What follows belongs to an exercise in optimizing a design on an open flow for small area, a short achievable clock period and few clock cycles; a production flow would make more cautious choices. No run shown here included a check of the RTL's function; only the layout flow was run. Power and IR drop assume default switching activity.

## flow/knobs.sh

```bash
export SETUP_SLACK_MARGIN=6.0
export BUFFER_PORTS_ARGS="-buffer_cell sky130_fd_sc_hd__buf_2"
```

## constraint.sdc

```tcl
create_clock -name core_clock -period 10.0 [get_ports {clk_i}]
set_input_delay 2.0000 -clock core_clock [delete_from_list [all_inputs] [get_ports {clk_i}]]
set_output_delay 2.0000 -clock core_clock [all_outputs]
set_load 0.01 [all_outputs]
```

## design.v

```verilog
package RV32i_pkg;
  localparam logic [4:0] OPC_LOAD   = 5'b00000;
  localparam logic [4:0] OPC_OPIMM  = 5'b00100;
  localparam logic [4:0] OPC_AUIPC  = 5'b00101;
  localparam logic [4:0] OPC_STORE  = 5'b01000;
  localparam logic [4:0] OPC_OP     = 5'b01100;
  localparam logic [4:0] OPC_LUI    = 5'b01101;
  localparam logic [4:0] OPC_BRANCH = 5'b11000;
  localparam logic [4:0] OPC_JALR   = 5'b11001;
  localparam logic [4:0] OPC_JAL    = 5'b11011;
endpackage
module alu (
    input  logic [31:0] a_i,
    input  logic [31:0] b_i,
    input  logic [ 4:0] shamt_i,    
    input  logic        sub_i,      
    input  logic        sel_add_i,
    input  logic        sel_slt_i,
    input  logic        sel_sltu_i,
    input  logic        sel_xor_i,
    input  logic        sel_or_i,
    input  logic        sel_and_i,
    input  logic        sel_sll_i,
    input  logic        sel_sr_i,
    input  logic        arith_i,    
    output logic [31:0] res_o,
    output logic [31:0] sum_o,
    output logic        eq_o,
    output logic        lt_o,       
    output logic        ltu_o       
);
  logic [32:0] sum33;
  logic [31:0] bx;
  logic [31:0] sh_in, sh_out, sll, sr;
  assign bx    = sub_i ? ~b_i : b_i;
  assign sum33 = {1'b0, a_i} + {1'b0, bx} + {32'd0, sub_i};
  assign sum_o = sum33[31:0];
  assign eq_o  = (a_i == b_i);
  assign ltu_o = ~sum33[32];
  assign lt_o  = (a_i[31] ^ b_i[31]) ? a_i[31] : sum33[31];
  always_comb begin
    for (int i = 0; i < 32; i++) sh_in[i] = sel_sll_i ? a_i[31-i] : a_i[i];
  end
  assign sh_out = 32'($signed({arith_i & a_i[31], sh_in}) >>> shamt_i);
  always_comb begin
    for (int i = 0; i < 32; i++) sll[i] = sh_out[31-i];
  end
  assign sr = sh_out;
  assign res_o = ({32{sel_add_i}} & sum33[31:0])
               | ({32{sel_xor_i}} & (a_i ^ b_i))
               | ({32{sel_or_i}}  & (a_i | b_i))
               | ({32{sel_and_i}} & (a_i & b_i))
               | ({32{sel_sll_i}} & sll)
               | ({32{sel_sr_i}}  & sr)
               | {31'd0, (sel_slt_i & lt_o) | (sel_sltu_i & ltu_o)};
endmodule
module regfile (
    input  logic        clk_i,
    input  logic        we_i,
    input  logic [ 4:0] rd_add_i,
    input  logic [31:0] rd_data_i,
    input  logic [ 4:0] rs1_add_i,
    input  logic [ 4:0] rs2_add_i,
    output logic [31:0] rs1_data_o,
    output logic [31:0] rs2_data_o
);
  logic [31:0] regs[1:31];
  always_ff @(posedge clk_i) begin
    if (we_i && rd_add_i != 5'd0) regs[rd_add_i] <= rd_data_i;
  end
  always_comb begin
    rs1_data_o = 32'd0;
    rs2_data_o = 32'd0;
    for (int i = 1; i < 32; i++) begin
      if (rs1_add_i == 5'(i)) rs1_data_o = rs1_data_o | regs[i];
      if (rs2_add_i == 5'(i)) rs2_data_o = rs2_data_o | regs[i];
    end
  end
endmodule
module RV32i_store_fmt (
    input  logic [ 2:0] f3_i,
    input  logic [ 1:0] addr_i,
    input  logic [31:0] data_i,
    output logic [ 3:0] ble_o,
    output logic [31:0] data_o
);
  always_comb begin
    case (f3_i[1:0])
      2'b00: begin
        ble_o  = 4'b0001 << addr_i;
        data_o = {4{data_i[7:0]}};
      end
      2'b01: begin
        ble_o  = addr_i[1] ? 4'b1100 : 4'b0011;
        data_o = {2{data_i[15:0]}};
      end
      default: begin
        ble_o  = 4'b1111;
        data_o = data_i;
      end
    endcase
  end
endmodule
module RV32i_load_fmt (
    input  logic [ 2:0] f3_i,
    input  logic [ 1:0] addr_i,
    input  logic [31:0] word_i,
    output logic [31:0] data_o
);
  logic [15:0] h;
  logic [ 7:0] b;
  assign h = addr_i[1] ? word_i[31:16] : word_i[15:0];
  assign b = addr_i[0] ? h[15:8] : h[7:0];
  always_comb begin
    case (f3_i[1:0])
      2'b00:   data_o = {{24{b[7] & ~f3_i[2]}}, b};
      2'b01:   data_o = {{16{h[15] & ~f3_i[2]}}, h};
      default: data_o = word_i;
    endcase
  end
endmodule
import RV32i_pkg::*;
module RV32i_decoder (
    input  logic [31:0] ins_i,
    output logic        uses_rs1_o,    
    output logic        uses_rs2_o,    
    output logic        b_is_rs2_o,    
    output logic        a_is_pc_o,     
    output logic        a_is_zero_o,   
    output logic        wb_o,          
    output logic        load_o,
    output logic        store_o,
    output logic        branch_o,
    output logic        jal_o,
    output logic        jalr_o,
    output logic [31:0] imm_o,         
    output logic        sub_o,
    output logic        sel_add_o,
    output logic        sel_slt_o,
    output logic        sel_sltu_o,
    output logic        sel_xor_o,
    output logic        sel_or_o,
    output logic        sel_and_o,
    output logic        sel_sll_o,
    output logic        sel_sr_o,
    output logic        arith_o
);
  logic [4:0] opc;
  logic [2:0] f3;
  logic is_op, is_opimm, is_alu;
  assign opc = ins_i[6:2];
  assign f3  = ins_i[14:12];
  assign is_op    = (opc == OPC_OP);
  assign is_opimm = (opc == OPC_OPIMM);
  assign is_alu   = is_op | is_opimm;
  assign load_o   = (opc == OPC_LOAD);
  assign store_o  = (opc == OPC_STORE);
  assign branch_o = (opc == OPC_BRANCH);
  assign jal_o    = (opc == OPC_JAL);
  assign jalr_o   = (opc == OPC_JALR);
  assign a_is_pc_o   = (opc == OPC_AUIPC);
  assign a_is_zero_o = (opc == OPC_LUI);
  assign uses_rs1_o = is_alu | load_o | store_o | branch_o | jalr_o;
  assign uses_rs2_o = is_op | store_o | branch_o;
  assign b_is_rs2_o = is_op | branch_o;
  assign wb_o       = ~(store_o | branch_o);
  always_comb begin
    if (store_o) imm_o = {{20{ins_i[31]}}, ins_i[31:25], ins_i[11:7]};
    else if (a_is_pc_o | a_is_zero_o) imm_o = {ins_i[31:12], 12'd0};
    else imm_o = {{20{ins_i[31]}}, ins_i[31:20]};
  end
  assign sub_o      = branch_o | (is_alu & (f3 == 3'b010 || f3 == 3'b011))
                    | (is_op & f3 == 3'b000 & ins_i[30]);
  assign sel_add_o  = ~is_alu | (f3 == 3'b000);
  assign sel_slt_o  = is_alu & (f3 == 3'b010);
  assign sel_sltu_o = is_alu & (f3 == 3'b011);
  assign sel_xor_o  = is_alu & (f3 == 3'b100);
  assign sel_or_o   = is_alu & (f3 == 3'b110);
  assign sel_and_o  = is_alu & (f3 == 3'b111);
  assign sel_sll_o  = is_alu & (f3 == 3'b001);
  assign sel_sr_o   = is_alu & (f3 == 3'b101);
  assign arith_o    = ins_i[30];
endmodule
import RV32i_pkg::*;
module RV32i_top (
    input  logic        clk_i,
    input  logic        resetn_i,
    input  logic        imem_valid_i,
    output logic [31:0] imem_add_o,
    input  logic [31:0] imem_data_i,
    output logic [31:0] dmem_add_o,
    input  logic [31:0] dmem_do_i,
    output logic [31:0] dmem_di_o,
    output logic        dmem_we_o,
    output logic        dmem_re_o,
    output logic [ 3:0] dmem_ble_o
);
  logic [11:0] pc_q;   
  logic        ex_wb_q, ex_load_q, ex_store_q, ex_branch_q, ex_jalr_q, ex_link_q;
  logic        ex_re_q;   
  logic        ex_pred_q;   
  logic        ex_addt_q;   
  logic        ex_kill_q;   
  logic [ 4:0] ex_rd_q;
  logic [ 2:0] ex_f3_q;
  logic [31:0] ex_a_q, ex_b_q, ex_sd_q;
  logic [11:0] ex_alt_q;   
  logic ex_sub_q, ex_add_q, ex_slt_q, ex_sltu_q, ex_xor_q, ex_or_q, ex_and_q;
  logic ex_sll_q, ex_sr_q, ex_arith_q;
  logic [ 4:0] ex_shamt_q;   
  logic        mem_wb_q, mem_load_q, mem_store_q, mem_re_q;
  logic [ 4:0] mem_rd_q;
  logic [ 2:0] mem_f3_q;
  logic [31:0] mem_res_q, mem_sd_q;
  logic [ 3:0] mem_ble_q;
  logic ex_wb, ex_load, ex_store, ex_branch, ex_jalr;
  assign ex_wb     = ex_wb_q & ~ex_kill_q;
  assign ex_load   = ex_load_q & ~ex_kill_q;
  assign ex_store  = ex_store_q & ~ex_kill_q;
  assign ex_branch = ex_branch_q & ~ex_kill_q;
  assign ex_jalr   = ex_jalr_q & ~ex_kill_q;
  logic [31:0] ld_data, wb_data;
  RV32i_load_fmt u_ldfmt (
      .f3_i  (mem_f3_q),
      .addr_i(mem_res_q[1:0]),
      .word_i(dmem_do_i),
      .data_o(ld_data)
  );
  assign wb_data = mem_load_q ? ld_data : mem_res_q;
  assign dmem_add_o = mem_res_q;
  assign dmem_di_o  = mem_sd_q;
  assign dmem_ble_o = mem_ble_q;
  assign dmem_we_o  = mem_store_q;
  assign dmem_re_o  = mem_re_q;
  logic [31:0] ins;
  logic [ 4:0] rs1, rs2, rd;
  logic uses_rs1, uses_rs2, b_is_rs2, a_is_pc, a_is_zero, d_wb, d_load, d_store;
  logic d_branch, d_jal, d_jalr;
  logic [31:0] imm;
  logic d_sub, d_add, d_slt, d_sltu, d_xor, d_or, d_and, d_sll, d_sr, d_arith;
  assign ins = imem_data_i;
  assign rs1 = ins[19:15];
  assign rs2 = ins[24:20];
  assign rd  = ins[11:7];
  RV32i_decoder u_dec (
      .ins_i      (ins),
      .uses_rs1_o (uses_rs1),
      .uses_rs2_o (uses_rs2),
      .b_is_rs2_o (b_is_rs2),
      .a_is_pc_o  (a_is_pc),
      .a_is_zero_o(a_is_zero),
      .wb_o       (d_wb),
      .load_o     (d_load),
      .store_o    (d_store),
      .branch_o   (d_branch),
      .jal_o      (d_jal),
      .jalr_o     (d_jalr),
      .imm_o      (imm),
      .sub_o      (d_sub),
      .sel_add_o  (d_add),
      .sel_slt_o  (d_slt),
      .sel_sltu_o (d_sltu),
      .sel_xor_o  (d_xor),
      .sel_or_o   (d_or),
      .sel_and_o  (d_and),
      .sel_sll_o  (d_sll),
      .sel_sr_o   (d_sr),
      .arith_o    (d_arith)
  );
  logic [31:0] rf_rs1, rf_rs2, rs1_val, rs2_val;
  regfile u_rf (
      .clk_i     (clk_i),
      .we_i      (mem_wb_q),
      .rd_add_i  (mem_rd_q),
      .rd_data_i (wb_data),
      .rs1_add_i (rs1),
      .rs2_add_i (rs2),
      .rs1_data_o(rf_rs1),
      .rs2_data_o(rf_rs2)
  );
  assign rs1_val = (mem_wb_q && mem_rd_q == rs1) ? wb_data : rf_rs1;
  assign rs2_val = (mem_wb_q && mem_rd_q == rs2) ? wb_data : rf_rs2;
  logic fwd1, fwd2;
  logic [31:0] res;
  assign fwd1 = ex_wb && rs1 == ex_rd_q;
  assign fwd2 = ex_wb && rs2 == ex_rd_q;
  logic stall;
  assign stall = ex_load && ((uses_rs1 && rs1 == ex_rd_q) || (uses_rs2 && rs2 == ex_rd_q));
  logic redirect;
  logic [11:0] redirect_pc;
  logic [11:0] pc_inc, tgt_j, tgt_b, pc_fd;
  logic pred_taken, rd_nz, d_shift, jalr_early;
  logic [13:0] jalr_tgt;
  assign pred_taken = d_branch & ins[31];   
  assign tgt_j  = pc_q + {ins[13:12], ins[20], ins[30:22]};
  assign tgt_b  = pc_q + {ins[31], ins[31], ins[7], ins[30:25], ins[11:9]};
  assign pc_inc = pc_q + 12'd1;
  assign jalr_early = d_jalr & ex_wb & ex_addt_q & (rs1 == ex_rd_q);
  assign jalr_tgt   = ex_a_q[13:0] + ex_b_q[13:0] + {{2{ins[31]}}, ins[31:20]};
  assign pc_fd  = d_jal ? tgt_j : pred_taken ? tgt_b : jalr_early ? jalr_tgt[13:2] : pc_inc;
  logic go;   
  assign go = imem_valid_i & ~stall;
  always_ff @(posedge clk_i or negedge resetn_i) begin
    if (!resetn_i) pc_q <= 12'd0;
    else if (redirect) pc_q <= redirect_pc;
    else if (imem_valid_i && !stall) pc_q <= pc_fd;
  end
  assign imem_add_o = {18'd0, pc_q, 2'b00};
  assign rd_nz = (rd != 5'd0);
  assign d_shift = d_sll | d_sr;
  always_ff @(posedge clk_i or negedge resetn_i) begin
    if (!resetn_i) begin
      ex_wb_q     <= 1'b0;
      ex_load_q   <= 1'b0;
      ex_re_q     <= 1'b0;
      ex_store_q  <= 1'b0;
      ex_branch_q <= 1'b0;
      ex_jalr_q   <= 1'b0;
      ex_kill_q   <= 1'b0;
    end else begin
      ex_kill_q   <= redirect;
      ex_wb_q     <= go & d_wb & rd_nz;
      ex_load_q   <= go & d_load & rd_nz;
      ex_re_q     <= go & d_load;
      ex_store_q  <= go & d_store;
      ex_branch_q <= go & d_branch;
      ex_jalr_q   <= go & d_jalr & ~jalr_early;
    end
  end
  always_ff @(posedge clk_i) begin
    ex_link_q  <= d_jal | d_jalr;
    ex_pred_q  <= pred_taken;
    ex_addt_q  <= d_add & ~d_sub & ~d_load & ~d_jal & ~d_jalr;
    ex_rd_q    <= rd;
    ex_f3_q    <= ins[14:12];
    ex_a_q     <= (fwd1 && uses_rs1) ? res
                : a_is_zero ? 32'd0 : a_is_pc ? {18'd0, pc_q, 2'b00} : rs1_val;
    ex_b_q     <= (fwd2 && b_is_rs2) ? res : b_is_rs2 ? rs2_val : imm;
    ex_sd_q    <= fwd2 ? res : rs2_val;
    ex_shamt_q <= (fwd2 && d_shift && b_is_rs2) ? res[4:0]
                : !d_shift ? 5'd0 : b_is_rs2 ? rs2_val[4:0] : ins[24:20];
    ex_alt_q   <= (pred_taken || d_jal || d_jalr) ? pc_inc : tgt_b;
    ex_sub_q   <= d_sub;
    ex_add_q   <= d_add;
    ex_slt_q   <= d_slt;
    ex_sltu_q  <= d_sltu;
    ex_xor_q   <= d_xor;
    ex_or_q    <= d_or;
    ex_and_q   <= d_and;
    ex_sll_q   <= d_sll;
    ex_sr_q    <= d_sr;
    ex_arith_q <= d_arith;
  end
  logic [31:0] a, b, sd, alu_res, sum;
  logic [ 4:0] shamt;
  logic eq, lt, ltu, cond, taken;
  assign a     = ex_a_q;
  assign b     = ex_b_q;
  assign sd    = ex_sd_q;
  assign shamt = ex_shamt_q;
  alu u_alu (
      .a_i       (a),
      .b_i       (b),
      .shamt_i   (shamt),
      .sub_i     (ex_sub_q),
      .sel_add_i (ex_add_q),
      .sel_slt_i (ex_slt_q),
      .sel_sltu_i(ex_sltu_q),
      .sel_xor_i (ex_xor_q),
      .sel_or_i  (ex_or_q),
      .sel_and_i (ex_and_q),
      .sel_sll_i (ex_sll_q),
      .sel_sr_i  (ex_sr_q),
      .arith_i   (ex_arith_q),
      .res_o     (alu_res),
      .sum_o     (sum),
      .eq_o      (eq),
      .lt_o      (lt),
      .ltu_o     (ltu)
  );
  assign cond  = ex_f3_q[2] ? (ex_f3_q[1] ? ltu : lt) : eq;
  assign taken = cond ^ ex_f3_q[0];
  assign redirect    = ex_jalr | (ex_branch & (taken ^ ex_pred_q));
  assign redirect_pc = ex_jalr_q ? sum[13:2] : ex_alt_q;
  assign res = ex_link_q ? {18'd0, ex_alt_q, 2'b00} : alu_res;
  logic [ 3:0] st_ble;
  logic [31:0] st_data;
  RV32i_store_fmt u_stfmt (
      .f3_i  (ex_f3_q),
      .addr_i(sum[1:0]),
      .data_i(sd),
      .ble_o (st_ble),
      .data_o(st_data)
  );
  always_ff @(posedge clk_i or negedge resetn_i) begin
    if (!resetn_i) begin
      mem_wb_q    <= 1'b0;
      mem_load_q  <= 1'b0;
      mem_store_q <= 1'b0;
      mem_re_q    <= 1'b0;
    end else begin
      mem_wb_q    <= ex_wb;
      mem_load_q  <= ex_load;
      mem_store_q <= ex_store;
      mem_re_q    <= ex_re_q & ~ex_kill_q;
    end
  end
  always_ff @(posedge clk_i) begin
    mem_rd_q  <= ex_rd_q;
    mem_f3_q  <= ex_f3_q;
    mem_res_q <= res;
    mem_sd_q  <= st_data;
    mem_ble_q <= st_ble;
  end
endmodule
```

## standard.sh

```bash
#!/bin/bash
# synth_recipe.tcl (not shown) runs the flow's synth.tcl, then flattens the netlist and writes it again
# the make line also repeats each setting of config.mk as NAME=value (left out here)
make -C /OpenROAD-flow-scripts/flow DESIGN_CONFIG=/design/flow/config.mk WORK_HOME=/design/flow/orfs CLKGATE_MAP_FILE= SYNTH_SCRIPT=/design/flow/synth_recipe.tcl "${@:-finish}"
```

## config.mk

```make
export PLATFORM = sky130hd
export DESIGN_NAME = RV32i_top
export DESIGN_NICKNAME = RV32i_top
export VERILOG_FILES = /design/flow/design.v
export SDC_FILE = /design/flow/constraint.sdc
export NUM_CORES = 8
export LEC_CHECK = 0
export CAP_MARGIN = 20
export CORE_MARGIN = 2
export CORE_UTILIZATION = 40
export CTS_BUF_LIST = sky130_fd_sc_hd__clkbuf_8
export CTS_CLUSTER_DIAMETER = 100
export CTS_CLUSTER_SIZE = 12
export SLEW_MARGIN = 20
```

## flow/run.sh

```bash
#!/bin/bash
# Layout: the standard flow (standard.sh), with the timing-repair knobs
# from flow/knobs.sh exported to ORFS. Each tool's output is in standard.log
# here and in ORFS's own logs under orfs/logs.
set -euo pipefail
source flow/knobs.sh
bash standard.sh > standard.log 2>&1
```

==> summary.txt, run 1 <==
Critical path
  • CP arrival: 5.08 ns
  • Worst setup SP type: register
  • Launching point of the worst reg2reg path: ex_a_q[9]
  • Worst Path Max Fanout: 8
  • CP required: 10.77 ns
  • Setup CP Type: register to register
  • Setup crit end kind: register
  • Worst Reg-to-Reg Cells: 13
  • Reg-to-reg critical path endpoint: pc_q[5]
  • Reg-to-reg slack, setup: 5.69 ns

Min path
  • Hold Crit Class: register to register
  • Hold depth: 0
  • Hold EP: mem_sd_q[7]
  • Worst hold start: ex_sd_q[7]

Global routing
  • Overall Global Routing Usage: about two fifths
  • First-pass GRT wire length: about 400000 microns
  • GR Overflow Total: 0
  • Antenna violations before repair: 17
  • Vias in the first global route: between 40000 and 50000
  • Largest net degree at the start of global routing: 58

Die
  • Die W: 387 microns
  • Die Span Y: roughly 390 microns
  • Die area: 150000 sq um
  • Boundary Pins: about 170
  • CORE AREA: 146000 sq um
  • Initial core utilization: roughly 40%
  • FP Rows: 140

Logic synthesis
  • Post-synth top area cell: edfxtp_1
  • Simple-gate share of the synthesized area: under 10%
  • Netlist cell types: 79
  • Adder-cell share of the synthesized area: under 10%
  • Multiplexer area fraction after synthesis: under 10%
  • Syn_area_per_cell: between 10 and 15 sq um
  • Compound-gate portion of the synthesized area: 20.2%
  • EDFF count, synth: around 1000
  • Yosys reg bits: around 1200
  • Ys Warns: 6
  • Post-synth top area share: approximately half
  • Top cells by area, synth: edfxtp_1 51%, a22oi_1 8.5%, dfxtp_1 7.2%
  • Mapped Cells: about 4900
  • Post-synthesis sequential area ratio: between 50% and 60%
  • Post-Synthesis Cell Area: 58700 sq um
  • XOR/XNOR share of the synthesized area: under 10%
  • Top_reg_cell synth: edfxtp_1
  • Combinational family with the most area after synthesis: compound AO/OA/AOI/OAI gates
  • Share of flip-flops with an asynchronous set or reset: about 1.9%

Clock network
  • Clock tree sinks: 1225
  • CTS tree: done
  • CTS buffer count: roughly 110
  • Max Root-Sink Buffers: 3
  • Clock Latency Late Sink: slightly above 0.9 ns
  • CTS clk-pin slew, worst paths: approximately 0.1 ns
  • CTS Hold Bufs: 0
  • Clk root buf: clkbuf_8
  • H-tree depth: 3

Detailed routing
  • Post-route ant nets: 0
  • DR DRC count: 0
  • DR vias: 52400
  • Pre-antenna DRT Iters: 11
  • Vias per cell: approximately 7.5
  • DRT iter0 DRCs: between 10000 and 15000
  • Final wirelength: ~300000 microns
  • Routed WL per cell: 43.2 microns

Pwr
  • Peak supply drop: around 0.13 mV
  • P_sw: about 4600 uW
  • Power per cell area: 197 nW/um^2
  • Power share of the clock group: between 20% and 30%
  • Static leakage: between 0.02 and 0.025 uW
  • Sw Share: approximately a third
  • Comb pwr share: 26.8%
  • Internal Power: 8470 uW
  • Power share of the sequential group: 51.4%

Timing
  • Final Cycle Share: between 40% and 50%
  • Final min period: ~4.3 ns
  • Worst-Margin Slew: approximately 1.2 ns
  • Clk_skew: between 0.06 and 0.07 ns
  • Max Clk Rate: between 200 and 250 MHz
  • Hold Slack: 0.385 ns
  • Slew Limit Fails: 0
  • Final setup fails: 0
  • Worst slew margin: a little over a fifth
  • Setup TNS: 0 ns
  • Fin. Hold Viols: 0
  • RSZ-0062 raised after global routing: yes

Final layout
  • Most common cell after layout, fill and taps aside: edfxtp_1
  • Fill cells: around 13000
  • Commonest non-fill, non-tap cells in the layout: 992 x edfxtp_1, 666 x a22oi_1, 305 x nand2_1, 224 x nor2_1, 220 x buf_4
  • Layout Nets: 5244
  • Share of cells above drive strength 1: between 10% and 20%
  • Layout area overhead: 13.5%

Place
  • Dpl hpwl: between 150000 and 200000 microns
  • RD Place Congestion: roughly 0.98
  • I/O Buffers: approximately 150

Status
  • Status: complete, no violations

Flow run
  • Max cap viols: 0
-- state kept, by name (all words and copies together), names as in the netlist, 3 cells and up --
| register | count |
|---|---|
| u_rf.regs | 992 |
| ex_a_q | 32 |
| ex_b_q | 32 |
| ex_sd_q | 32 |
| mem_res_q | 32 |
| mem_sd_q | 32 |
| ex_alt_q | 12 |
| pc_q | 12 |
| ex_rd_q | 5 |
| ex_shamt_q | 5 |
| mem_rd_q | 5 |
| mem_ble_q | 4 |
| ex_f3_q | 3 |
| mem_f3_q | 3 |
-- timing repair --
action | in CTS | in global routing
gates cloned | 6 | 3
pin swaps | 58 | 31
resized for setup | 167 | 101
buffers inserted | 69 | 27
endpoints found under the setup margin | 126 | 81
-- how the worst max path moves through the flow --
stage	startpoint	end	slack, ns	cells past startpoint
3_5_place_dp	imem_data_i[21]	ex_b_q[19]	3.81	12
6_report	ex_a_q[9]	pc_q[5]	5.69	13
5_1_grt	ex_sub_q	pc_q[5]	5.68	17
3_3_place_gp	imem_data_i[21]	ex_b_q[19]	3.82	12
2_1_floorplan	imem_data_i[22]	pc_q[11]	5.61	13
4_1_cts	ex_sub_q	pc_q[5]	5.78	16
-- cells by family after synthesis --
| logic type | count (synthesis) |
|---|---|
| and+or+nand+nor | 1111 |
| other | 1 |
| adders and majority gates | 140 |
| buffers and inverters | 478 |
| xor gates and xnor gates | 117 |
| AOI/OAI and AO/OA | 1613 |
| muxes | 165 |
| DFF | 1225 |
-- synth_stat cells, types with 22 or more instances --
cell      instances
mux2_2           42
xnor2_1          49
ha_1            124
a22o_1          119
dfxtp_1         210
dfrtp_1          23
nand2_1         311
a21oi_1         188
clkbuf_1        294
nand4_1         102
o31ai_1          22
buf_1            35
mux4_2           47
inv_1           115
nor2_1          317
o21ai_0         164
nor4_1           32
o221ai_1         25
edfxtp_1        992
nor3_1           61
o211ai_1         37
nor2b_1          23
a22oi_1         667
a221oi_1        133
a21o_1           36
a31oi_1          33
xor2_1           68
mux2i_1          76
nand3_1         154
a222oi_1         64
-- routing by layer --
| layer | wire length, microns | GRT usage (%) | share of wire (%) | up-vias |
|---|---|---|---|---|
| li1 | - | - | - | 19600 |
| met4 | 28700 | 28.2 | 9.5 | 24 |
| met5 | 485 | 0.255 | 0.16 | - |
| met2 | 123000 | 55.1 | 41 | 5806 |
| met3 | 52000 | 17.5 | 17 | 1723 |
| met1 | 98400 | 46.0 | 33 | 25300 |
-- layout make-up --
cell class	count	area [sq um]	area share, %
Sequential cell	1225	34600	52.0
Multi-Input combinational cell	3171	24200	36.3
Timing Repair Buffer	407	3120	4.69
Tap cell	1917	2400	3.60
Clock buffer	115	1580	2.38
Inverter	119	452	0.679
Clock inverter	31	208	0.312
Antenna cell	13	32.5	0.0489
-- per-stage QoR --
stage / worst slack [ns] / instance area, sq um / power, uW / utilization [%] / cells
3_5_place_dp: 3.81 / 62700 / 9940 / 43.0 / 6734
6_report: 5.69 / 66600 / 13100 / 45.7 / 6998
4_1_cts: 5.78 / 65800 / 12800 / 45.2 / 6955
2_1_floorplan: 5.61 / 59100 / 8440 / - / 4869
5_1_grt: 5.68 / 66500 / 13400 / 45.7 / 6987
3_3_place_gp: 3.82 / 62700 / 9920 / 43.0 / 6734
-- power groups by stage --
stage          Clock, uW  Sequential (uW)  Combinational (uW)
3_3_place_gp           0             6820                3100
5_1_grt             3000             6740                3640
2_1_floorplan          0             6680                1760
4_1_cts             2830             6710                3240
6_report            2850             6730                3510
3_5_place_dp           0             6820                3110
-- critical path, stage by stage, from the launching register on --
cell       delay [ns]
dfxtp_1          0.72
ha_1             0.40
and3_4           0.19
and3_4           0.18
a2111oi_4        0.36
buf_6            0.18
o31ai_4          0.06
buf_6            0.14
a2111o_1         0.54
nand4_1          0.27
buf_4            0.17
a21oi_4          0.06
or4_4            0.65
mux2i_2          0.20
==> inputs of run 2 (changes only) <==
--- a/design.v
+++ b/design.v
@@ -201,3 +201,2 @@
   logic        ex_pred_q;   
-  logic        ex_addt_q;   
   logic        ex_kill_q;   
@@ -269,3 +268,3 @@
   );
-  logic [31:0] rf_rs1, rf_rs2, rs1_val, rs2_val;
+  logic [31:0] rf_rs1, rf_rs2, rs2_val;
   regfile u_rf (
@@ -280,8 +279,20 @@
   );
-  assign rs1_val = (mem_wb_q && mem_rd_q == rs1) ? wb_data : rf_rs1;
-  assign rs2_val = (mem_wb_q && mem_rd_q == rs2) ? wb_data : rf_rs2;
-  logic fwd1, fwd2;
+  logic fwd1, fwd2, byp1, byp2;
+  logic a_fwd, a_byp, a_rf, a_pc, b_fwd, b_byp, b_rf, b_imm, s_byp, s_rf;
   logic [31:0] res;
-  assign fwd1 = ex_wb && rs1 == ex_rd_q;
-  assign fwd2 = ex_wb && rs2 == ex_rd_q;
+  assign fwd1  = ex_wb && rs1 == ex_rd_q;
+  assign fwd2  = ex_wb && rs2 == ex_rd_q;
+  assign byp1  = mem_wb_q && rs1 == mem_rd_q;
+  assign byp2  = mem_wb_q && rs2 == mem_rd_q;
+  assign a_fwd = uses_rs1 & fwd1;
+  assign a_byp = uses_rs1 & ~fwd1 & byp1;
+  assign a_rf  = uses_rs1 & ~fwd1 & ~byp1;
+  assign a_pc  = a_is_pc;
+  assign b_fwd = b_is_rs2 & fwd2;
+  assign b_byp = b_is_rs2 & ~fwd2 & byp2;
+  assign b_rf  = b_is_rs2 & ~fwd2 & ~byp2;
+  assign b_imm = ~b_is_rs2;
+  assign s_byp = ~fwd2 & byp2;
+  assign s_rf  = ~fwd2 & ~byp2;
+  assign rs2_val = ({32{s_byp}} & wb_data) | ({32{s_rf}} & rf_rs2);
   logic stall;
@@ -291,4 +302,3 @@
   logic [11:0] pc_inc, tgt_j, tgt_b, pc_fd;
-  logic pred_taken, rd_nz, d_shift, jalr_early;
-  logic [13:0] jalr_tgt;
+  logic pred_taken, rd_nz, d_shift;
   assign pred_taken = d_branch & ins[31];   
@@ -297,5 +307,3 @@
   assign pc_inc = pc_q + 12'd1;
-  assign jalr_early = d_jalr & ex_wb & ex_addt_q & (rs1 == ex_rd_q);
-  assign jalr_tgt   = ex_a_q[13:0] + ex_b_q[13:0] + {{2{ins[31]}}, ins[31:20]};
-  assign pc_fd  = d_jal ? tgt_j : pred_taken ? tgt_b : jalr_early ? jalr_tgt[13:2] : pc_inc;
+  assign pc_fd  = d_jal ? tgt_j : pred_taken ? tgt_b : pc_inc;
   logic go;   
@@ -326,3 +334,3 @@
       ex_branch_q <= go & d_branch;
-      ex_jalr_q   <= go & d_jalr & ~jalr_early;
+      ex_jalr_q   <= go & d_jalr;
     end
@@ -332,9 +340,9 @@
     ex_pred_q  <= pred_taken;
-    ex_addt_q  <= d_add & ~d_sub & ~d_load & ~d_jal & ~d_jalr;
     ex_rd_q    <= rd;
     ex_f3_q    <= ins[14:12];
-    ex_a_q     <= (fwd1 && uses_rs1) ? res
-                : a_is_zero ? 32'd0 : a_is_pc ? {18'd0, pc_q, 2'b00} : rs1_val;
-    ex_b_q     <= (fwd2 && b_is_rs2) ? res : b_is_rs2 ? rs2_val : imm;
-    ex_sd_q    <= fwd2 ? res : rs2_val;
+    ex_a_q     <= ({32{a_fwd}} & res) | ({32{a_byp}} & wb_data) | ({32{a_rf}} & rf_rs1)
+                | ({32{a_pc}} & {18'd0, pc_q, 2'b00});
+    ex_b_q     <= ({32{b_fwd}} & res) | ({32{b_byp}} & wb_data) | ({32{b_rf}} & rf_rs2)
+                | ({32{b_imm}} & imm);
+    ex_sd_q    <= ({32{fwd2}} & res) | ({32{s_byp}} & wb_data) | ({32{s_rf}} & rf_rs2);
     ex_shamt_q <= (fwd2 && d_shift && b_is_rs2) ? res[4:0]
==> flow/knobs.sh (replaced) <==
export SETUP_SLACK_MARGIN=6.2
export BUFFER_PORTS_ARGS="-buffer_cell sky130_fd_sc_hd__buf_1"
==> run 2 against run 1 <==
Net effect: power down 12%; clock skew up 0.0021 ns; register-to-register slack improved by 0.28 ns; still clean on timing, DRC and antenna; synthesized area decreased by 1.3%; via count about the same; combinational power decreased by about 30%; highest routed layer unchanged; synthesized cell count fell by 3.2%.
==> summary.txt, run 2 <==
Final layout
  • Max reg flops: 992 (unchanged)
  • Commonest non-fill, non-tap cells in the layout: 992 x edfxtp_1, 617 x a22oi_1, 272 x buf_4, 252 x nand2_1, 199 x dfxtp_1
  • Share of cells above drive strength 1: 20.6% (+2.8 points)
  • Top reg by flops: u_rf.regs
  • Most common cell after layout, fill and taps aside: edfxtp_1
  • Layout area overhead: 17.7%
  • Layout Nets: 5190 (-1.0%)

Clock network
  • CTS tree: done
  • Clk root buf: clkbuf_8
  • H-tree depth: 3 (unchanged)
  • CTS buffer count: 113 (unchanged)
  • Max Root-Sink Buffers: 3 (unchanged)
  • Clock tree sinks: 1224 (-0.082%)
  • CTS Hold Bufs: 0 (unchanged)
  • CTS clk-pin slew, worst paths: 0.09 ns (about the same)
  • Clock Latency Late Sink: 0.87 ns (-0.06 ns)

Logic synthesis
  • Share of flip-flops with an asynchronous set or reset: 1.88% (about the same)
  • Commonest cells in the synthesized netlist: 992 x edfxtp_1, 623 x a22oi_1, 298 x clkbuf_1, 280 x nor2_1, 263 x nand2_1
  • Top cells by area, synth: edfxtp_1 51%, a22oi_1 8.1%, dfxtp_1 7.2%
  • Post-synth top area share: 51.5% (+0.69 points)
  • Simple-gate share of the synthesized area: 8.32% (-0.48 points)
  • Top-count cell post-synth: edfxtp_1
  • Netlist cell types: 84 (+6.3%)
  • Post-synth top area cell: edfxtp_1
  • Adder-cell share of the synthesized area: 2.53% (-0.67 points)
  • Top_reg_cell synth: edfxtp_1
  • Combinational family with the most area after synthesis: compound AO/OA/AOI/OAI gates
  • Syn_area_per_cell: 12.3 sq um (+1.9%)
  • Post-synthesis sequential area ratio: 59.7% (+0.77 points)
  • Multiplexer area fraction after synthesis: 3.82% (-0.085 points)
  • EDFF count, synth: 992 (unchanged)
  • Yosys reg bits: 1224 (-0.082%)
  • Post-Synthesis Cell Area: 57900 sq um (-1.3%)
  • XOR/XNOR share of the synthesized area: 1.60% (-0.14 points)
  • Compound-gate portion of the synthesized area: 20.7% (+0.47 points)
  • Mapped Cells: 4694 (-3.2%)
  • Ys Warns: 6 (unchanged)

Critical path
  • Setup crit end kind: register
  • CP max stage cell: or4b_4
  • Critical path buffers and inverters: 3 (unchanged)
  • CP arrival: 4.81 ns (-0.27 ns)
  • Worst-path cell chain: buf_12 -> buf_16 -> xor2_1 -> ha_1 -> and4_4 -> nor4b_4 -> a22oi_2 -> a21oi_2 -> mux2_4 -> o211a_4 -> or4b_4 -> nand2_8 -> buf_4 -> mux2_4 -> a21oi_2
  • Setup CP Type: register to register
  • Worst Path Max Fanout: 8 (unchanged)
  • Worst setup SP type: register
  • CP peak stage delay: 0.56 ns (-0.16 ns)
  • Top delay family on crit path: simple AND/OR/NAND/NOR gates
  • Reg-to-reg slack, setup: 5.97 ns (+0.28 ns)
  • CP required: 10.77 ns (about the same)

Die
  • Die area: 148000 sq um (-1.3%)
  • FP Rows: 139 (-0.71%)
  • CORE AREA: 144000 sq um (-1.3%)
  • Boundary Pins: 169 (unchanged)
  • Die W: 384 microns (-0.67%)
  • Die Span Y: 384 microns (-0.67%)
  • Initial core utilization: 40.3% (about the same)

Detailed routing
  • Routed WL per cell: 43.2 microns (-0.14%)
  • DR DRC count: 0 (unchanged)
  • Post-route ant nets: 0 (unchanged)
  • Vias per cell: 7.53 (+0.49%)
  • Final wirelength: 301000 microns (-0.59%)
  • DR vias: 52500 (+0.048%)
  • DRT iter0 DRCs: 12300 (+2.3%)
  • Pre-antenna DRT Iters: 32 (+21)

Timing
  • Worst-Margin Slew: 1.16 ns (-0.0137 ns)
  • Clk_skew: 0.0703 ns (+0.00215 ns)
  • Final Cycle Share: 40.3% (-2.8 points)
  • Hold Slack: 0.404 ns (+0.0189 ns)
  • Fin. Hold Viols: 0 (unchanged)
  • Max Clk Rate: 248 MHz (+7.0%)
  • Setup TNS: 0 ns (unchanged)
  • Worst slew margin: 22.4% (+0.81 points)
  • RSZ-0062 raised after global routing: yes
  • Final min period: 4.03 ns (-0.282 ns)
  • Slew Limit Fails: 0 (unchanged)
  • Final setup fails: 0 (unchanged)

Pwr
  • Peak supply drop: 0.109 mV (-19%)
  • Power, Total: 11500 uW (-12%)
  • Static leakage: 0.0230 uW (about the same)
  • Power per cell area: 169 nW/um^2 (-14%)

Global routing
  • Overall Global Routing Usage: 38.9% (+0.19 points)
  • GR Overflow Total: 0 (unchanged)
  • Vias in the first global route: 48200 (-0.64%)
  • First-pass GRT wire length: 395000 microns (-1.6%)
  • Antenna violations before repair: 19 (+2)
  • Largest net degree at the start of global routing: 49 (-16%)

Flow run
  • Max cap viols: 0 (unchanged)

Min path
  • Hold Crit Class: register to register

Place
  • Dpl hpwl: 169000 microns (-2.7%)
  • RD Place Congestion: 1.05 (+6.6%)
  • I/O Buffers: 146 (unchanged)

Status
  • Status: complete, no violations
## run 2: changes by cell type after synthesis, sizes merged, moves of 39 or more
| cell | previous run | this run |
|---|---|---|
| o21ai | 164 | 125 |
| a22o | 119 | 161 |
| a22oi | 667 | 623 |
| a221oi | 133 | 172 |
| nor3 | 61 | 106 |
| nand2 | 311 | 264 |
## run 2: what timing repair did
item / 4_1_cts / 5_1_grt
setup endpoints to repair: 170 / 108
gates cloned: 16 / 8
setup buffers: 135 / 69
resized for setup: 297 / 245
pin swaps: 89 / 95
## run 2: path summary, 6_finish.rpt
check	depth (start not counted)	end	startpoint
worst max-delay path	15	pc_q[5]	ex_sub_q
worst min-delay path	0	mem_rd_q[1]	ex_rd_q[1]
worst max register to register	15	pc_q[5]	ex_sub_q
worst min register to register	0	mem_rd_q[1]	ex_rd_q[1]
max in group asynchronous	2	pc_q[0]	resetn_i
min in group asynchronous	2	mem_wb_q	resetn_i
## run 2: routing by layer
layer	global-route usage [%]	vias to the layer above	share of wire, %
li1	-	19500	-
met1	46.0	25300	32
met2	54.9	5840	40
met3	19.3	1765	18
met4	27.3	25	9.9
met5	0	-	0.083
## run 2: logic make-up (layout without fill, tap and decap cells)
group / after synthesis / in the layout
AND/OR/NAND/NOR: 1027 / 1029
adder cells (fa/ha/maj): 115 / 115
flip-flops: 1224 / 1224
other: 1 / 32
AO/OA/AOI/OAI: 1586 / 1596
XOR/XNOR: 106 / 106
multiplexers: 150 / 150
buffers and inverters: 485 / 812
## run 2: per-stage QoR
step / instance area [sq um] / util (%) / setup WS (ns) / cells
after CTS: 66300 / 46.1 / 6.06 / 6877
after global placement: 61700 / 43.0 / 3.71 / 6566
final: 68100 / 47.4 / 5.97 / 6967
after global routing: 68100 / 47.4 / 5.89 / 6958
after detailed placement: 61800 / 43.0 / 3.72 / 6567
after floorplan: 58700 / - / 5.63 / 4713
## run 2: where the power goes
part           total (uW)  internal [uW]  switching, uW  leakage (uW)
logic                2460            776           1690        0.0109
registers            6260           5970            285        0.0110
clock network        2800           1060           1750       0.00105
## run 2: final cells by class
class	count	area (sq um)
diodes	12	30.0
clock inverters	43	204
fillers	12700	75600
inverters	123	475
repair buffers	530	4530
well taps	1903	2380
flip-flops and latches	1224	34600
multi-input cells	3016	24300
clock buffers	116	1600

[separate check: timing with driven ports]
In the flow no input, the clock included, has a driving cell. The finished layouts below were timed again as built, in two steps.
Step 1 assumes that a clkbuf_16 drives the clock port and a buf_2 every other input.
Step 2 also shifts input and output timing later by t, the mid clock arrival at the registers, as if the neighbouring blocks saw the same clock.
Three values: no drivers, after step 1, after step 2; two values: the first two.
| run | t, ns | setup WS [ns] | worst register clock-pin slew, ns |
|---|---|---|---|
| run 1 | 0.966 | 5.686 / 5.686 / 4.849 | 0.11 / 0.11 |
| run 2 | 0.913 | 5.968 / 5.947 / 5.034 | 0.11 / 0.11 |
After both steps setup and hold are still met in every run listed. For run 2, which loses most, drivers alone change the setup slack by -0.021 ns; drivers and shift together by -0.934 ns.
